This design comes from an exercise in tuning for small area on the open sky130 flow, not from production work. RTL that was checked went through simulation tests only; none was proved equivalent to the original. The clock input has no modelled driver; a real chip could not lean on it and would need a root buffer or a full tree. Power and IR drop assume default switching activity.

run 1:
==> module recursive_ma_fir, before the edit <==
module recursive_ma_fir(
	input logic clk, input logic reset_n,
	input  logic signed [15:0] d,
	output logic signed [15:0] q_8tap,
	output logic signed [15:0] q_rma
	);
	localparam int SK = 14;
	logic [15:0] del [6:0];
	logic [15:0] nb7;    
	integer i;
	logic [2:0] st, st_n;
	always_comb
		case (st)
			3'b000:  st_n = 3'b111;
			3'b111:  st_n = 3'b001;
			3'b001:  st_n = 3'b101;
			3'b101:  st_n = 3'b100;
			3'b100:  st_n = 3'b110;
			3'b110:  st_n = 3'b010;
			3'b010:  st_n = 3'b011;
			default: st_n = 3'b011;
		endcase
	always_ff@(posedge clk)
		if (reset_n == 1'b0)
			st <= 3'd0;
		else
			st <= st_n;
	logic m;
	assign m = reset_n & (st == 3'b011);
	logic [15:0] n6;     
	logic [15:0] nb6;    
	assign n6  = ~({16{m}} & del[6]);
	assign nb6 = {~n6[15], n6[14:0]};
	always_ff@(posedge clk) begin
		del[0] <= d;
		for (i = 1; i <= 6; i = i+1)
			del[i] <= del[i-1];
		nb7 <= nb6;
	end
	genvar g;
	logic [SK-1:0]  s_lo;      
	logic [18:SK]   s_hi;      
	logic           s_c;       
	logic [18:0]    s;         
	logic [19:SK] ic;
	assign ic[SK] = s_c;
	generate for (g = SK; g < 18; g = g + 1) begin : s_inc
		rma_ha u (.a(s_hi[g]), .b(ic[g]), .s(s[g]), .co(ic[g+1]));
	end endgenerate
	assign s[18] = s_hi[18] ^ ic[18];
	assign s[SK-1:0] = s_lo;
	logic [15:0] db, nb;
	assign db = {~d[15], d[14:0]};
	assign nb = nb7;
	logic [15:0] ss, sk;
	generate for (g = 0; g < 16; g = g + 1) begin : s_csa
		rma_fa u (.a(s[g]), .b(db[g]), .c(nb[g]), .s(ss[g]), .co(sk[g]));
	end endgenerate
	logic [SK:0]   lc;
	logic [SK-1:0] lo_n;
	assign lo_n[0] = ~ss[0];
	assign lc[1]   = ss[0];
	generate for (g = 1; g < SK; g = g + 1) begin : s_lo_cpa
		rma_fa u (.a(ss[g]), .b(sk[g-1]), .c(lc[g]), .s(lo_n[g]), .co(lc[g+1]));
	end endgenerate
	logic [16:SK]  hc;
	logic [18:SK]  hi_n;
	rma_ha h0 (.a(ss[SK]), .b(sk[SK-1]), .s(hi_n[SK]), .co(hc[SK+1]));
	generate for (g = SK + 1; g < 16; g = g + 1) begin : s_hi_cpa
		rma_fa u (.a(ss[g]), .b(sk[g-1]), .c(hc[g]), .s(hi_n[g]), .co(hc[g+1]));
	end endgenerate
	assign hi_n[18:16] = s[18:16] + {2'b00, sk[15]} + {2'b00, hc[16]} + 3'b111;
	always_ff@(posedge clk)
		if (reset_n == 1'b0) begin
			s_lo <= '0;
			s_hi <= '0;
			s_c  <= 1'b0;
		end else begin
			s_lo <= lo_n;
			s_hi <= hi_n;
			s_c  <= lc[SK];
		end
	assign q_8tap = s[18:3];
	logic [15:0] y;
	logic c1, c2, c3;
	assign c1 = d[0] | n6[0];
	assign c2 = (d[1] & n6[1]) | (d[1] & c1) | (n6[1] & c1);
	assign c3 = (d[2] & n6[2]) | (d[2] & c2) | (n6[2] & c2);
	logic [12:0] ya, yb, ys, yk;
	assign ya = {~d[15], d[14:3]};
	assign yb = nb6[15:3];
	generate for (g = 0; g < 13; g = g + 1) begin : y_csa
		rma_fa u (.a(y[g]), .b(ya[g]), .c(yb[g]), .s(ys[g]), .co(yk[g]));
	end endgenerate
	logic [13:1] yc;
	logic [15:0] y_n;
	rma_ha y0 (.a(ys[0]), .b(c3), .s(y_n[0]), .co(yc[1]));
	generate for (g = 1; g < 13; g = g + 1) begin : y_cpa
		rma_fa u (.a(ys[g]), .b(yk[g-1]), .c(yc[g]), .s(y_n[g]), .co(yc[g+1]));
	end endgenerate
	assign y_n[15:13] = y[15:13] + {2'b00, yk[12]} + {2'b00, yc[13]} + 3'b111;
	always_ff@(posedge clk)
		if (reset_n == 1'b0)
			y <= '0;
		else
			y <= y_n;
	assign q_rma = y;
endmodule
clock: 7.0 ns
lec_check: 0
cap_margin: 20
core_margin: 2
core_utilization: 65
place_density: 0.75
slew_margin: 20
synth_hierarchical: 1
synth_minimum_keep_size: 0
standard.sh (not shown) runs the stock make flow with config.mk's settings and CLKGATE_MAP_FILE= SYNTH_SCRIPT=/design/flow/synth_recipe.tcl, a recipe that flattens the netlist after the stock synthesis.
==> flow/flow/run.sh <==
#!/bin/bash
# The standard layout (standard.sh, with the standard synthesis unchanged)
# with three changes:
# * the port buffers are buf_1 instead of the flow's default delay buffer;
# * clock tree synthesis inserts no dummy loads and builds with clkbuf_8;
# * after CTS, flow/clock_trim.tcl merges and downsizes leaf clock buffers
#   while every flip-flop clock pin keeps its slew well under the limit.
# The full make output goes to flow.log in the work folder; ORFS keeps each
# step's own log under orfs/logs.
set -euo pipefail
here=$(pwd)
bash standard.sh \
  "BUFFER_PORTS_ARGS=-buffer_cell sky130_fd_sc_hd__buf_1" \
  "CTS_ARGS=-sink_clustering_enable -repair_clock_nets -dont_use_dummy_load -buf_list sky130_fd_sc_hd__clkbuf_8" \
  "POST_CTS_TCL=$here/flow/clock_trim.tcl" \
  finish > flow.log 2>&1
Other scripts of this flow, unchanged in this note and not shown: flow/flow/clock_trim.tcl
Run 1 finished all stages; layout check result: FAIL, due to setup timing.
The inputs of run 2 differ from those of run 1 as listed below.
-- flow/design.v --
<<< run 1, line 6
	);
	localparam int SK = 14;
	logic [15:0] del [6:0];
	logic [15:0] nb7;    
>>> run 2, line 6
	);
	localparam int SK = 14;
	localparam int YK = 12;
	logic [15:0] del [6:0];
	logic [15:0] nb7;    
<<< run 1, line 82
		end
	assign q_8tap = s[18:3];
	logic [15:0] y;
	logic c1, c2, c3;
	assign c1 = d[0] | n6[0];
>>> run 2, line 83
		end
	assign q_8tap = s[18:3];
	logic [YK-1:0] y_lo;      
	logic [15:YK]  y_hi;      
	logic          y_c;       
	logic [15:0]   y;         
	logic [16:YK] jc;
	assign jc[YK] = y_c;
	generate for (g = YK; g < 15; g = g + 1) begin : y_inc
		rma_ha u (.a(y_hi[g]), .b(jc[g]), .s(y[g]), .co(jc[g+1]));
	end endgenerate
	assign y[15] = y_hi[15] ^ jc[15];
	assign y[YK-1:0] = y_lo;
	logic c1, c2, c3;
	assign c1 = d[0] | n6[0];
<<< run 1, line 93
		rma_fa u (.a(y[g]), .b(ya[g]), .c(yb[g]), .s(ys[g]), .co(yk[g]));
	end endgenerate
	logic [13:1] yc;
	logic [15:0] y_n;
	rma_ha y0 (.a(ys[0]), .b(c3), .s(y_n[0]), .co(yc[1]));
	generate for (g = 1; g < 13; g = g + 1) begin : y_cpa
		rma_fa u (.a(ys[g]), .b(yk[g-1]), .c(yc[g]), .s(y_n[g]), .co(yc[g+1]));
	end endgenerate
	assign y_n[15:13] = y[15:13] + {2'b00, yk[12]} + {2'b00, yc[13]} + 3'b111;
	always_ff@(posedge clk)
		if (reset_n == 1'b0)
			y <= '0;
		else
			y <= y_n;
	assign q_rma = y;
endmodule
>>> run 2, line 104
		rma_fa u (.a(y[g]), .b(ya[g]), .c(yb[g]), .s(ys[g]), .co(yk[g]));
	end endgenerate
	logic [YK:1]   yc;
	logic [YK-1:0] ylo_n;
	rma_ha y0 (.a(ys[0]), .b(c3), .s(ylo_n[0]), .co(yc[1]));
	generate for (g = 1; g < YK; g = g + 1) begin : y_lo_cpa
		rma_fa u (.a(ys[g]), .b(yk[g-1]), .c(yc[g]), .s(ylo_n[g]), .co(yc[g+1]));
	end endgenerate
	logic [13:YK]  yh;
	logic [15:YK]  yhi_n;
	rma_ha y1 (.a(ys[YK]), .b(yk[YK-1]), .s(yhi_n[YK]), .co(yh[YK+1]));
	generate for (g = YK + 1; g < 13; g = g + 1) begin : y_hi_cpa
		rma_fa u (.a(ys[g]), .b(yk[g-1]), .c(yh[g]), .s(yhi_n[g]), .co(yh[g+1]));
	end endgenerate
	assign yhi_n[15:13] = y[15:13] + {2'b00, yk[12]} + {2'b00, yh[13]} + 3'b111;
	always_ff@(posedge clk)
		if (reset_n == 1'b0) begin
			y_lo <= '0;
			y_hi <= '0;
			y_c  <= 1'b0;
		end else begin
			y_lo <= ylo_n;
			y_hi <= yhi_n;
			y_c  <= yc[YK];
		end
	assign q_rma = y;
endmodule
--- outcome ---
- Run 2 finished every stage and its layout cleared the timing, DRC and antenna checks.
- Between run 2 and run 1, the sequential power does not differ in any meaningful way.
- Side by side, number of ordinary and repair buffers in the finished layout turned out lower in run 2 than in run 1.
- On run 2: number of buffers and inverters on the critical path is 4 lower than what run 1 gave.
- Run 2 ends up with lower internal power component than run 1 does.
- Comparing run 2 with run 1, the global-route usage came out essentially unchanged.
- Run 2 ends up with a register share of total power that is 0.7 points higher than in run 1.
- | time the final worst path needs with I/O delays and setup | run 2 vs run 1 | better |
- Wire length of the first global-routing pass: run 2 and run 1 compared, lower one is run 1
- Power (run 2 over run 1): decrease, about 0.8%
- Fraction of met2 tracks used by global routing ended up 0.28 points higher on run 2 than on run 1.
The RTL of run 1 was laid out without a check of its function.

==> re-timing with driven ports <==
Ports are ideal in the flow. The routed layouts listed here were re-timed in OpenROAD. Step 1, drivers: a clkbuf_16 drives clk and a buf_2 each remaining input, both assumed. Step 2, shift: input delay + t, output delay - t, t = (earliest + latest rising clock arrival at the registers) / 2. This alone moves slack from input paths to output paths. Three values: ideal ports, drivers, drivers and shift; two values: the first two.
run	shift t [ns]	setup WS [ns]	worst register clock-pin slew, ns
run 1	0.417	-0.241 / -0.261 / -0.679	0.11 / 0.11
run 2	0.413	0.200 / 0.210 / -0.203	0.11 / 0.11
With both steps, setup timing fails in run 2, where it was met with ideal ports. For run 1, which loses most, drivers alone change the setup slack by -0.020 ns; drivers and shift together by -0.438 ns.
